This design comes from an exercise in tuning for small area on the open sky130 flow, not from production work.
Function was checked by simulation only, so behaviour that the tests miss may differ from the original.
Power and IR drop assume default switching activity.

<file path="flow/config.mk">
export PLATFORM = sky130hd
export DESIGN_NAME = alarm_clock_pv
export DESIGN_NICKNAME = alarm_clock_pv
export VERILOG_FILES = /design/flow/design.v
export SDC_FILE = /design/flow/constraint.sdc
export NUM_CORES = 4
export LEC_CHECK = 0
export CAP_MARGIN = 20
export CORE_MARGIN = 2
export CORE_UTILIZATION = 40
export SLEW_MARGIN = 20
</file>
<file path="flow/constraint.sdc">
create_clock -name core_clock -period 10.0 [get_ports {clk}]
set_input_delay 2.0000 -clock core_clock [delete_from_list [all_inputs] [get_ports {clk}]]
set_output_delay 2.0000 -clock core_clock [all_outputs]
set_load 0.01 [all_outputs]
</file>
<file path="flow/design.v">
module alarm_clock(input clk, tick, reset, time_set, alarm_set, sthrs1min0, run,
	activate_alarm, alarm_reset, output logic [7:0] sec, min, hrs, sec_alarm,
	min_alarm, hrs_alarm, output logic alarm);
logic clk_1Hz, tick_c, tick_a, run_c, run_a, match, match_q;  
fdivby2 #(1) f2(clk, tick, reset, clk_1Hz);
timer clockt(clk, tick_c, reset, run_c, time_set, sthrs1min0, sec, min, hrs);  
timer alarmt(clk, tick_a, reset, run_a, alarm_set, sthrs1min0, sec_alarm, min_alarm, hrs_alarm);  
always_comb begin
	tick_c = tick & ~clk_1Hz;  
	tick_a = 1'b0;
	run_c = run;
	run_a = 1'b0;  
	if(alarm_set == 1'b1) begin  
		tick_a = tick;
		tick_c = 1'b0;
		run_c = 1'b0;
	end
	else if(time_set == 1'b1)begin  
		tick_a = 1'b0;
		tick_c = tick;
		run_c = 1'b0;
	end
end
assign match = (min==min_alarm)&&(hrs==hrs_alarm);
always_ff @(posedge clk)  
	if(reset)
		match_q <= 1'b1;  
	else
		match_q <= match;
D_ff D1(clk, match & ~match_q, reset|alarm_reset, activate_alarm, 1'b1, alarm);  
endmodule
module timer(input clk, tick, reset, run, set, hrs1_min0, output [7:0] Seconds, Minutes, Hours);
logic enable_Sec, enable_Min, enable_Hrs, Min_in, Hr_in, Days_in;  
logic [7:0] fiftynine, twentythree;
assign fiftynine = 8'd59;
assign twentythree = 8'd23;
clocktime secclock(clk, enable_Sec, reset, fiftynine, Seconds, Min_in); 
clocktime minclock(clk, enable_Min, reset, fiftynine, Minutes, Hr_in); 
clocktime hrclock(clk, enable_Hrs, reset, twentythree, Hours, Days_in);
always_comb begin
	enable_Sec = 1'b0; enable_Min=1'b0; enable_Hrs=1'b0;
	if(run) begin  
		enable_Sec = tick; enable_Min = Min_in; enable_Hrs = Hr_in; 
	end
	else if(set) begin  
		if(hrs1_min0)
			enable_Hrs = tick;  
		else
			enable_Min = tick;  
		end
	end
endmodule
module clocktime(input clk, enable, reset, input [7:0] Maxval, output logic [7:0] Count, output logic clkout);  
localparam Zero = 8'd0, One = 8'd1;  
assign clkout = enable && !(Count<Maxval);  
always_ff @ (posedge clk) begin
	if(reset)
		Count <= Zero;
	else if(enable)
		if(Count<Maxval)
			Count <= Count + One;
		else
			Count <= Zero;
	end
endmodule
module D_ff (input clk, Trig, Reset, Enable, D, output reg Q);  
always_ff@ (posedge clk)
	if(Reset)
		Q <= 1'b0;
	else if(Enable && Trig)
		Q <= D;
endmodule
module fdivby2 #(parameter size = 7) (input clk, enable, reset, output logic clkout);  
always_ff @ (posedge clk)
	if(reset)
		clkout <= 1'b0;
	else if(enable)
		clkout <= ~clkout;
endmodule
module pmcntr #(parameter size = 5) (input clk, reset, input [size-1:0] count_max,  
	output logic [size-1:0] count, output logic clkout, output logic rise);
assign rise = !(count < count_max) && !clkout;  
always_ff @ (posedge clk) begin
	if(reset) begin
		count <= {size{1'b0}};
		clkout <= 1'b0;
	end
	else if (count < count_max) begin
		count <= count + {{(size-1){1'b0}}, 1'b1};
	end
	else begin
		count <= {size{1'b0}};
		clkout <= ~clkout;
	end
end
endmodule
module find_msb_lsb(input [7:0] T, output [7:0] msb, lsb);  
assign msb = T/8'd10;
assign lsb = T - msb*8'd10;
endmodule
module alarm_clock_pv(input clk, SW5, SW4,SW3,SW2,SW1,SW0, KEY1,KEY0,
	output logic [6:0] SEC_LSD, SEC_MSD, MIN_LSD,
	MIN_MSD, HR_LSD, HR_MSD,
	output logic LED7, LED5, LED4,LED3,LED2,LED1,LED0);
logic s0, s1, s2, s3,s4, s5, clk_2Hz, tick;  
logic [7:0] sec, min, hrs,sec_alarm, min_alarm, hrs_alarm;  
logic [7:0] sec_c, min_c, hrs_c, sec_a, min_a, hrs_a;   
logic [7:0] sec_c_msb, sec_c_lsb, min_c_msb, min_c_lsb, hrs_c_msb, hrs_c_lsb;   
logic [7:0] sec_a_msb, sec_a_lsb, min_a_msb, min_a_lsb, hrs_a_msb, hrs_a_lsb;  
logic alarm, button0;  
logic [2:0] count;  
logic [7:0] display [5:0];  
find_msb_lsb sec_cl(sec_c, sec_c_msb, sec_c_lsb);  
find_msb_lsb min_cl(min_c, min_c_msb, min_c_lsb);  
find_msb_lsb hrs_cl(hrs_c, hrs_c_msb, hrs_c_lsb);  
find_msb_lsb sec_al(sec_a, sec_a_msb, sec_a_lsb);  
find_msb_lsb min_al(min_a, min_a_msb, min_a_lsb);  
find_msb_lsb hrs_al(hrs_a, hrs_a_msb, hrs_a_lsb);  
pmcntr #(3) p1 (clk, s0, 3'd4, count, clk_2Hz, tick);
alarm_clock a1(clk, tick, s0, s2, s1, s3, s5, s4, button0, sec, min, hrs,sec_alarm, min_alarm, hrs_alarm, alarm);  
ASCII_D d5(display[5], HR_MSD);
ASCII_D d4(display[4], HR_LSD);
ASCII_D d3(display[3], MIN_MSD);
ASCII_D d2(display[2], MIN_LSD);
ASCII_D d1(display[1], SEC_MSD);
ASCII_D d0(display[0], SEC_LSD);
always_ff @(posedge clk) begin
	if(s0) begin
		display[5] <= 8'b0;
		display[4] <= 8'b0;
		display[3] <= 8'b0;
		display[2] <= 8'b0;
		display[1] <= 8'b0;
		display[0] <= 8'b0;
		LED7 <= 1'b0;
	end
	else if(tick) begin
		if(SW1) begin
			display[5] <= hrs_a_msb;  
			display[4] <= hrs_a_lsb;
			display[3] <= min_a_msb;
			display[2] <= min_a_lsb;
			display[1] <= 8'b0;
			display[0] <= 8'b0;
		end
		else begin
			display[5] <= hrs_c_msb;  
			display[4] <= hrs_c_lsb;
			display[3] <= min_c_msb;
			display[2] <= min_c_lsb;
			display[1] <= sec_c_msb;
			display[0] <= sec_c_lsb;
		end
		LED7 <= alarm;
	end
end
always_comb begin
	s0 = SW0;  
	s1 = 1'b0;
	s2 = 1'b0;
	button0 = 1'b0;
	s3 = SW3;
	s4 = SW4;
	s5 = SW5;
	sec_c = sec;
	min_c = min;
	hrs_c = hrs;
	sec_a = sec_alarm;
	min_a = min_alarm;
	hrs_a = hrs_alarm;
	if (KEY0 == 1'b0) begin
		button0 = 1'b1;
	end
	if((KEY1==1'b0) & (SW1 == 1'b1)) begin  
		s1 = 1'b1;
	end
	if((KEY1==1'b0) & (SW2 == 1'b1)) begin   
		s2 = 1'b1;
	end
	if((SW1 == 1'b1) | (SW2 == 1'b1)) begin  
		s5 = 1'b0;
	end
end
always_comb begin
	LED0 = 1'b0;  
	LED1 = 1'b0;
	LED2 = 1'b0;
	LED3 = 1'b0;
	LED4 = 1'b0;
	LED5 = 1'b0;
	if(SW0)
		LED0 = 1'b1;
	else
		LED0 = 1'b0;
	if(SW1)
		LED1 = 1'b1;
	else
		LED1 = 1'b0;
	if(SW2)
		LED2 = 1'b1;
	else
		LED2 = 1'b0;
	if(SW3)
		LED3 = 1'b1;
	else
		LED3 = 1'b0;
	if(SW4)
		LED4 = 1'b1;
	else
		LED4 = 1'b0;
	if(SW5)
		LED5 = 1'b1;
	else
		LED5 = 1'b0;
end
endmodule
module ASCII_D(input [7:0] Decimal, output reg [6:0] HexSeg);
	always @ (*) begin
		HexSeg = 7'd0;
		case(Decimal)
			8'h0 : HexSeg = 7'b1000000;
			8'h1 : HexSeg = 7'b1111001;
			8'h2 : HexSeg = 7'b0100100;  
			8'h3 : HexSeg = 7'b0110000;  
			8'h4 : HexSeg = 7'b0011001;  
			8'h5 : HexSeg = 7'b0010010;  
			8'h6 : HexSeg = 7'b0000010;  
			8'h7 : HexSeg = 7'b1111000;  
			8'h8 : HexSeg = 7'b0000000;  
			8'h9 : HexSeg = 7'b0010000;  
		endcase
	end
endmodule
</file>
<file path="flow/run.sh">
#!/bin/bash
# synth_recipe.tcl (not shown) runs the flow's synth.tcl, then flattens the netlist and writes it again
# the make line also repeats each setting of config.mk as NAME=value (left out here)
make -C /OpenROAD-flow-scripts/flow DESIGN_CONFIG=/design/flow/config.mk WORK_HOME=/design/flow/orfs CLKGATE_MAP_FILE= SYNTH_SCRIPT=/design/flow/synth_recipe.tcl finish
</file>
==> impl_metrics.yaml <==
synth:
  synth_enable_flop_cells: 0
  synth-main-ff-cell: "sky130_fd_sc_hd__dfxtp_1"
  synth_cell_type_count: 82
  async_reset_ff_frac: 0
  synthesis.area_um2: 9960
  yosys_register_bits: 129
  synth.yosys.warnings: 10
  syn_nets: 1368
  seq_area_frac_synth: 0.2593
  synth_area_per_cell_um2: 8.025
  number_of_instances_in_the_synthesized_netlist: 1241
flow_run:
  drv.max_cap_violation_count: 0
floorplanning:
  die_h_um: 161.8
  rows: 57
  ioPinCount: 58
  dieArea_um2: 26180
  start_util: 0.4083
  floorplan.core_area_um2: 24390
  die_w_um: 161.8
grt:
  globalRoute.totalOverflow: 0
  grt_start_max_net_pins: 69
  grt_pass1_vias: 8077
  wire_length_of_the_first_global_routing_pass_um: 40450
  antenna_found_initial: 0
  global_route.usage.total: 0.1895
sta:
  finalHoldViolCount: 0
  max_slew.worst_pin.slew_ns: 0.8425
  crit_path_time_final_ns: 5.497
  worst_slew_margin_rel: 0.4376
  final-max-slew-violation-count: 0
  report.final.setup_viol: 0
  setup_tns_ns: 0
  final_critical_path_setup_slack_ns: 4.503
  rsz0062_at_grt: "false"
  fin_skew_ns: 0.01450
  f_max_ghz: 0.1819
  min_period_over_period: 0.5497
clocking:
  cts_root_buf: "sky130_fd_sc_hd__clkbuf_16"
  clock_sinks: 129
  clock_transition_time_at_the_flip_flop_clock_pins_of_the_worst_setup_and_hold_paths_ns: 0.07
  cts_repair_resize_count: 0
  cts-root-to-sink-buffers: 2
  clk-insertion-delay-late_ns: 0.43
  htree_levels: 4
  tritoncts: "built"
  cts_hold_repair.buffers: 0
  cts_post_setup_buffers_inserted: 0
  cts-buffers-inserted: 17
setup_path:
  crit_top_cell: "sky130_fd_sc_hd__ha_1"
  crit_path_end_kind: "flip-flop"
  cp_max_fanout: 12
  critPathSlowestCell: "sky130_fd_sc_hd__dfxtp_1"
  cp_cell_sequence: "nand2b_1 > nor2_1 > a22oi_1 > o21ai_0 > a211o_1 > inv_1 > ha_1 > or3b_2 > a2111oi_0 > o22ai_1 > o2111a_1 > ha_1 > mux2i_1 > nand2_1 > a21oi_1 > inv_1 > ha_1 > or3_1 > a21oi_1"
  startpoint_type: "flip-flop"
  cp_data_arrival_time_ns: 5.84
  worst-endpoint-required_ns: 10.35
  path_class: "reg2reg"
  cpPeakStageDelay_ns: 0.58
finish:
  most_used_cells_in_the_layout_excluding_fill_and_tap_cells: "sky130_fd_sc_hd__dfxtp_1, sky130_fd_sc_hd__nor2_1, sky130_fd_sc_hd__ha_1"
  final_nets: 1377
  multiInputGateArea_um2: 6761
  num-fill-cells: 2428
  area_added_between_synthesis_and_finish_pct: 13.44
  layout-drive-gt1-share: 0.04830
  diodes: 0
  final-seq-area_um2: 2582
  layout.cells.most_common: "sky130_fd_sc_hd__dfxtp_1"
place:
  placement.setup.worst_slack_ns: 4.513
  routability_congestion_estimate_from_global_placement: 0.8938
  place.detailed.hpwl_um: 17540
  io_buffers: 57
drt:
  drt_first_iter_violations: 476
  ant_nets: 0
  route.detailed.wl_per_inst_um: 15.24
  avgViaCountPerCell: 5.319
  num_vias: 8441
  drt_drc_violations_left: 0
  route.final.wire_length_um: 24180
  detail_route.first_pass.iterations: 5
power_and_ir_drop:
  power.share.combinational: 0.034
  power.density_nw_per_um2: 109.8
  seq_power_share: 0.419
  static-leakage-power_nw: 4.624
  power_report.internal_total_uw: 961.0
  irDropWorstVdd_mv: 0.1165
  power_switching_share: 0.2255
  total_switching_power_uw: 279.8
  clkPwrFrac: 0.547
outcome:
  outcome: "no timing/DRC/antenna violations"
min_path:
  holdCritPathClass: "reg2reg"
-- cells by family (layout without fill, tap and decap cells) --
kind of cell,count (synthesis),in the layout,synth area share
mux,27,27,0.02751
xor+xnor,77,77,0.06771
flops,129,129,0.2593
simple gates,427,427,0.2200
compound gates,308,308,0.2048
fa+ha+maj,120,120,0.1578
buf+inv,153,175,0.06294
-- path summary, 6_finish.rpt --
| path | start | endpoint | slack, ns | depth (start not counted) |
|---|---|---|---|---|
| max | a1.alarmt.minclock.Count[5] | flip-flop | 4.50 | 19 |
| min reg2reg | p1.count[0] | p1.count[0] | 0.43 | 1 |
| min | p1.count[0] | p1.count[0] | 0.43 | 1 |
| max reg2reg | a1.alarmt.minclock.Count[5] | flip-flop | 4.50 | 19 |
-- Yosys cell counts, types with 9 or more instances --
cell                       count  share of area
sky130_fd_sc_hd__mux2i_1      24          0.024
sky130_fd_sc_hd__buf_4         9         0.0068
sky130_fd_sc_hd__and3_1       15         0.0094
sky130_fd_sc_hd__ha_1        108           0.14
sky130_fd_sc_hd__nand3b_1      9         0.0068
sky130_fd_sc_hd__a21o_1       33          0.025
sky130_fd_sc_hd__nand3_1      21          0.011
sky130_fd_sc_hd__nor3b_1      11         0.0083
sky130_fd_sc_hd__nor2b_1      42          0.026
sky130_fd_sc_hd__inv_1        80          0.030
sky130_fd_sc_hd__a211oi_1     16          0.012
sky130_fd_sc_hd__a31oi_1      11         0.0069
sky130_fd_sc_hd__dfxtp_1     129           0.26
sky130_fd_sc_hd__a22oi_1      12         0.0090
sky130_fd_sc_hd__nand2b_1     26          0.016
sky130_fd_sc_hd__and2_1       32          0.020
sky130_fd_sc_hd__buf_1        14         0.0053
sky130_fd_sc_hd__nor2_1      116          0.044
sky130_fd_sc_hd__a21oi_1      98          0.049
sky130_fd_sc_hd__fa_1         10          0.020
sky130_fd_sc_hd__nand4_1      13         0.0082
sky130_fd_sc_hd__xor2_1       20          0.018
sky130_fd_sc_hd__o21ai_0      40          0.020
sky130_fd_sc_hd__xnor2_1      57          0.050
sky130_fd_sc_hd__o21a_1        9         0.0068
sky130_fd_sc_hd__nand2_1      88          0.033
sky130_fd_sc_hd__clkbuf_1     39          0.015
sky130_fd_sc_hd__nor3_1       18         0.0090
-- through the flow --
step / cell area [µm²] / instances / utilization / power [mW] / hold WS [ns]
5_1_grt: 11300 / 1587 / 0.4632 / 1.280 / 0.4360
3_3_place_gp: 10650 / 1555 / 0.4366 / 0.5730 / 0.4135
2_1_floorplan: 9960 / 1241 / - / 0.5560 / 0.3977
6_report: 11300 / 1587 / 0.4632 / 1.241 / 0.4307
4_1_cts: 11300 / 1587 / 0.4632 / 1.253 / 0.4295
3_5_place_dp: 10660 / 1555 / 0.4369 / 0.5736 / 0.4153
-- cell type report --
type | instances | share of cell area
clock inverters | 14 | 0.01794
flip-flops and latches | 129 | 0.2286
well taps | 324 | 0.03588
repair buffers | 62 | 0.05338
multi-input cells | 959 | 0.5985
clock buffers | 18 | 0.03887
inverters | 81 | 0.02691
-- metal layers --
| metal | track usage | routed length, µm | vias to the layer above |
|---|---|---|---|
| li1 | - | - | 4338 |
| met2 | 0.3207 | 11430 | 134 |
| met1 | 0.2491 | 11730 | 3945 |
| met3 | 0.03039 | 605 | 24 |
| met4 | 0.05591 | 411 | 0 |
| met5 | 0 | 0 | - |
-- worst max-delay path, delay by kind of cell, from the launching register on --
kind	cells	cell delay [ns]
AOI/OAI and AO/OA	8	1.90
and+or+nand+nor	5	1.54
DFF	1	0.58
muxes	1	0.29
adders and majority gates	3	0.79
buffers and inverters	2	0.30
-- power by group through the flow --
stage	clock (mW)	combinational (mW)	sequential [mW]
after floorplan	0	0.0258	0.530
after global placement	0	0.0422	0.531
after detailed placement	0	0.0426	0.531
after CTS	0.691	0.0428	0.520
after global routing	0.714	0.0461	0.520
final	0.679	0.0421	0.520

## separate check: timing with driven ports
Ports are ideal in the flow. The routed layout listed here was re-timed in OpenROAD.
Step 1 sets driving cells, clkbuf_16 on the clock port and buf_2 on the other inputs (assumed; they add their load-dependent delay and slew).
Step 2 times the ports against the registers' clock, not the clock port: input delays grow and output delays shrink by t, the midpoint of the rising clock arrivals with the driver on.
Slacks: ideal / step 1 / step 2; pairs: ideal / step 1.
t (ns): 0.466
setup WS [ns]: 4.503 / 4.503 / 4.472
clock arrival spread, ns: 0.015 / 0.015
worst register clock-pin slew, ns: 0.07 / 0.07
worst data-port slew with drivers (ns): 0.03
After both steps this run still meets setup and hold. The setup slack of this run moves by 0.000 ns with the drivers and by -0.031 ns with both steps.
